What follows belongs to an exercise in optimizing a design on an open flow for small area; a production flow would make more cautious choices. Function was checked by simulation only, so behaviour that the tests miss may differ from the original. Power and IR drop assume default switching activity. No driver is modelled on the clock port, so clocking that relies on it looks cheaper here than on a real chip.

== north ==
==> flow/design.v (excerpt) <==
module uart_eeprom_demo #(
	parameter SYS_CLK_FRE = 50,
	parameter IIC_CLK_FRE = 400000,
	parameter BAUD_RATE	= 115200,
	parameter MAX_BYTE_NUM = 64,
	parameter [6:0] DEV_ADDR= {4'b1010, 3'b000},
	parameter REG_ADDR_SIZE = 2
)(
	input			clk,
	input			rst_n,
	output reg		ee_scl,
	input			ee_sda_i,
	output reg		ee_sda_o,
	output reg		ee_sda_oe,
	output reg	 	uart_txd,
	input wire 		uart_rxd
);
==> flow/config.mk <==
export PLATFORM = sky130hd
export DESIGN_NAME = uart_eeprom_demo
export DESIGN_NICKNAME = uart_eeprom_demo
export VERILOG_FILES = /design/flow/design.v
export SDC_FILE = /design/flow/constraint.sdc
export NUM_CORES = 4
export LEC_CHECK = 0
export CAP_MARGIN = 40
export CORE_MARGIN = 2
export CORE_UTILIZATION = 65
export SLEW_MARGIN = 40
==> flow/constraint.sdc <==
create_clock -name core_clock -period 20.0 [get_ports {clk}]
set_input_delay 4.0000 -clock core_clock [delete_from_list [all_inputs] [get_ports {clk}]]
set_output_delay 4.0000 -clock core_clock [all_outputs]
set_load 0.01 [all_outputs]
standard.sh (not shown) runs the stock make flow with config.mk's settings and CLKGATE_MAP_FILE= SYNTH_SCRIPT=/design/flow/synth_recipe.tcl, a recipe that flattens the netlist after the stock synthesis.
==> flow/flow/run.sh <==
#!/bin/bash
# Standard layout, with clock tree synthesis using small clock buffers,
# larger sink clusters and no dummy loads.
set -euo pipefail
export CTS_ARGS="-sink_clustering_enable -repair_clock_nets -buf_list sky130_fd_sc_hd__clkbuf_4 -root_buf sky130_fd_sc_hd__clkbuf_4 -sink_clustering_buffer sky130_fd_sc_hd__clkbuf_8 -sink_clustering_size 20 -sink_clustering_max_diameter 60 -dont_use_dummy_load"
bash standard.sh > standard_flow.log 2>&1
> inputs changed (north -> south)
==> flow/flow/run.sh <==
#!/bin/bash
# Standard layout, with clock tree synthesis using small clock buffers,
# larger sink clusters and no dummy loads.
set -euo pipefail
export CTS_ARGS="-sink_clustering_enable -repair_clock_nets -buf_list sky130_fd_sc_hd__clkbuf_4 -sink_clustering_size 10 -sink_clustering_max_diameter 50 -dont_use_dummy_load"
bash standard.sh > standard_flow.log 2>&1
[summary]
Looking at north and south, the fraction of area in multi-input gates is a wash. south vs north: mean number of vias per cell up in south. In south the utilization turned out 0.19 points higher than in north. ~same final count of negative-setup-slack endpoints in north and south. There was hardly any difference in footprint of the multi-input gates between south and north. Sort north and south by clock skew, descending, and north comes first. Against north as the reference, south delivers a higher post-layout instance count excluding filler cells. The worst setup slack after layout in south sits 0.16 ns below the value recorded for north. The number of DRC markers after the initial detailed-route iteration in north is 1.05 times that in south. When south is measured against north, its sequential cell area share turns out 0.21 points lower.
Changes in east relative to south:
==> flow/flow/run.sh <==
#!/bin/bash
# Layout = the standard flow (standard.sh) with two changes:
#  1. synthesis maps the logic with an area-oriented ABC script
#     (flow/abc_area_map.script) in place of ORFS's abc_speed.script; the
#     rest of the synthesis (synth_recipe.tcl, registers, flatten, renames)
#     is unchanged;
#  2. clock tree synthesis uses small clock buffers, fixed sink clusters and
#     no dummy loads.
set -euo pipefail
here=$(pwd)
rm -rf "$here/scripts_area"
cp -r "$FLOW_HOME/scripts" "$here/scripts_area"
cp "$here/flow/abc_area_map.script" "$here/scripts_area/abc_speed.script"
sed "s|^make -C|make SCRIPTS_DIR=$here/scripts_area -C|" standard.sh > standard_area_synth.sh
bash standard_area_synth.sh synth > synth_flow.log 2>&1
export CTS_ARGS="-sink_clustering_enable -repair_clock_nets -buf_list sky130_fd_sc_hd__clkbuf_4 -root_buf sky130_fd_sc_hd__clkbuf_4 -sink_clustering_buffer sky130_fd_sc_hd__clkbuf_8 -sink_clustering_size 18 -sink_clustering_max_diameter 55 -dont_use_dummy_load"
bash standard.sh > standard_flow.log 2>&1
==> flow/flow/abc_area_map.script (new file) <==
strash
dc2
dch -f
amap
strash
dc2
dch -f
amap
[summary]
east was carried through to the last stage, and its layout satisfied the timing, DRC and antenna checks.
south finished every step from synthesis to the final layout, and the layout passed the timing, DRC and antenna checks.
Capture point of the worst path = ee_sda_oe: south; capture point of the worst path = wbit: east
Min share of total power in combinational logic across south and east: south
| routed wire length | south vs east | ≈ equal |
The lower clock buffer instance count of the final layout of south and east is in east.
east ends up with a final instance area that is 1.8% lower than in south.
Diff south -> east: fmax lower, minimum setup slack in the final design decreased 0.24 ns.
Inputs modified between east and west:
-- flow/flow/run.sh --
<<< east, line 16
export CTS_ARGS="-sink_clustering_enable -repair_clock_nets -buf_list sky130_fd_sc_hd__clkbuf_4 -root_buf sky130_fd_sc_hd__clkbuf_4 -sink_clustering_buffer sky130_fd_sc_hd__clkbuf_8 -sink_clustering_size 18 -sink_clustering_max_diameter 55 -dont_use_dummy_load"
>>> west, line 16
export CTS_ARGS="-sink_clustering_enable -repair_clock_nets -buf_list sky130_fd_sc_hd__clkbuf_4 -root_buf sky130_fd_sc_hd__clkbuf_4 -sink_clustering_buffer sky130_fd_sc_hd__clkbuf_8 -sink_clustering_size 16 -sink_clustering_max_diameter 50 -dont_use_dummy_load"
### Flow results
Re flip-flop and latch area: no difference whatsoever between east and west.
Sort west and east by worst slew margin relative to its limit desc -> top: east
Diff east -> west: total power increased about 1.7%, smallest setup slack after layout climbed 0.031 ns, portion of total power attributed to the clock network went up 1.2 points.
Changes observed in west relative to east: via count now sits higher, worst-case clock skew went down.
[inputs] middle vs west
- a change of SLEW_MARGIN from 40 to 10
- a change of CAP_MARGIN from 40 to 10
-- flow/flow/run.sh --
<<< west, line 16
export CTS_ARGS="-sink_clustering_enable -repair_clock_nets -buf_list sky130_fd_sc_hd__clkbuf_4 -root_buf sky130_fd_sc_hd__clkbuf_4 -sink_clustering_buffer sky130_fd_sc_hd__clkbuf_8 -sink_clustering_size 16 -sink_clustering_max_diameter 50 -dont_use_dummy_load"
>>> middle, line 16
export CTS_ARGS="-sink_clustering_enable -repair_clock_nets -buf_list sky130_fd_sc_hd__clkbuf_4 -root_buf sky130_fd_sc_hd__clkbuf_4 -sink_clustering_buffer sky130_fd_sc_hd__clkbuf_8 -sink_clustering_size 18 -sink_clustering_max_diameter 55 -dont_use_dummy_load"
-- flow/flow/abc_area_map.script --
<<< west, line 2
>>> middle, line 2
ifraig
==> run notes <==
- Synthesized area delta (west -> middle): insignificant
- Sort west and middle by iteration count of the initial detailed-routing pass, descending, and middle comes first.
- In middle the clock network area share turned out 0.48 points lower than in west.
- Going from west to middle, total chip power has decreased, post-CTS setup-driven buffer insertion count has remained practically unchanged.

Starting RTL as in the previous note.
clock: 20.0 ns
lec_check: 0
cap_margin: 10
core_margin: 2
core_utilization: 65
slew_margin: 10
==> flow/flow/run.sh <==
#!/bin/bash
# Layout = the standard flow (standard.sh) with two changes:
#  1. synthesis maps the logic with an area-oriented ABC script
#     (flow/abc_area_map.script) in place of ORFS's abc_speed.script; the
#     rest of the synthesis (synth_recipe.tcl, registers, flatten, renames)
#     is unchanged;
#  2. clock tree synthesis uses small clock buffers, fixed sink clusters and
#     no dummy loads.
set -euo pipefail
here=$(pwd)
rm -rf "$here/scripts_area"
cp -r "$FLOW_HOME/scripts" "$here/scripts_area"
cp "$here/flow/abc_area_map.script" "$here/scripts_area/abc_speed.script"
sed "s|^make -C|make SCRIPTS_DIR=$here/scripts_area -C|" standard.sh > standard_area_synth.sh
bash standard_area_synth.sh synth > synth_flow.log 2>&1
export CTS_ARGS="-sink_clustering_enable -repair_clock_nets -buf_list sky130_fd_sc_hd__clkbuf_4 -root_buf sky130_fd_sc_hd__clkbuf_4 -sink_clustering_buffer sky130_fd_sc_hd__clkbuf_8 -sink_clustering_size 18 -sink_clustering_max_diameter 55 -dont_use_dummy_load"
bash standard.sh > standard_flow.log 2>&1
==> flow/flow/abc_area_map.script <==
strash
dc2
dch -f
amap
strash
dc2
dch -f
amap
The baseline finished clean.
Rerun with:
==> flow/flow/abc_area_map.script (replaced) <==
strash
ifraig
dc2
dch -f
amap
strash
dc2
dch -f
amap
- CAP_MARGIN: 10 -> 40
- SLEW_MARGIN: 10 -> 40
Result:
- The changed run passed the timing, DRC and antenna checks
- setup slack gets better by 0.35 ns
- maximum frequency rose by 5.1%
- routed wire length decreases by 0.86%
- combinational power went down by 20%
- clock-buffer cell count stays the same
- via count went down by 0.33%
- clock power stays flat
- global-route usage stays flat
- clock skew climbs by 0.031 ns
- cell area is unchanged
Rerun with:
- CAP_MARGIN: 40 -> 10
- CORE_UTILIZATION: 65 -> 72
- SLEW_MARGIN: 40 -> 10
Outcome: The changed run produced a clean layout. Count of clock-buffer cells in the layout came out lower by 3. Setup slack gets better by 0.048 ns. Design area came out lower by 0.57%. Clock power barely changes. Sequential share of layout area came out higher by 0.44 points. Die area came out lower by about 10%. Non-clock buffer count came out lower by 2. First-iteration DRC count came out higher by 34%.
Rerun with:
==> flow/flow/run.sh (replaced) <==
#!/bin/bash
# Standard layout, with clock tree synthesis using small clock buffers,
# larger sink clusters and no dummy loads.
set -euo pipefail
export CTS_ARGS="-sink_clustering_enable -repair_clock_nets -buf_list sky130_fd_sc_hd__clkbuf_4 -root_buf sky130_fd_sc_hd__clkbuf_4 -sink_clustering_buffer sky130_fd_sc_hd__clkbuf_16 -sink_clustering_size 36 -sink_clustering_max_diameter 70 -dont_use_dummy_load"
bash standard.sh > standard_flow.log 2>&1
- CAP_MARGIN: 10 -> 40
- CORE_UTILIZATION: 72 -> 65
- SLEW_MARGIN: 10 -> 40
removed: flow/flow/abc_area_map.script
=> Flip-flop and latch count stays the same; via count falls by 7.2%; power fell by 0.81%; worst setup slack degrades by 0.095 ns; die area went up by 14%; synthesized area increases by 2.8%; clock-buffer cell count decreases by 35.

==> separate check: timing with driven ports <==
Ports are ideal in the flow. The routed layouts listed here were re-timed in OpenROAD. Step 1, drivers: a clkbuf_16 drives clk and a buf_2 each remaining input, both assumed. Step 2 also shifts input and output timing later by t, the mid clock arrival at the registers, as if the neighbouring blocks saw the same clock. a / b / c = no drivers / after step 1 / after step 2; a / b = the first two.
run | t, ns | slack for setup (ns) | hold slack, ns | worst register clock-pin slew, ns
north | 0.883 | 13.192 / 13.136 / 13.035 | 0.233 / 0.233 / 0.233 | 0.12 / 0.12
south | 0.973 | 13.028 / 12.972 / 13.043 | 0.266 / 0.266 / 0.266 | 0.12 / 0.12
east | 0.850 | 12.791 / 12.815 / 11.965 | 0.291 / 0.291 / 0.291 | 0.12 / 0.12
west | 0.909 | 12.822 / 12.845 / 11.936 | 0.271 / 0.271 / 0.271 | 0.10 / 0.10
middle | 0.909 | 13.123 / 13.072 / 12.391 | 0.249 / 0.249 / 0.249 | 0.11 / 0.11
the first run of note 2 | 0.879 | 12.753 / 12.781 / 11.902 | 0.274 / 0.274 / 0.274 | 0.11 / 0.11
the second run of note 2 | 0.859 | 13.103 / 13.050 / 12.850 | 0.299 / 0.299 / 0.299 | 0.11 / 0.11
the third run of note 2 | 0.903 | 13.150 / 13.100 / 12.320 | 0.298 / 0.298 / 0.298 | 0.12 / 0.12
the fourth run of note 2 | 0.967 | 13.056 / 13.000 / 13.057 | 0.255 / 0.255 / 0.255 | 0.12 / 0.12
After both steps setup and hold are still met in every run listed. The setup slack of west, which loses most, moves by +0.023 ns with the drivers and by -0.886 ns with both steps.
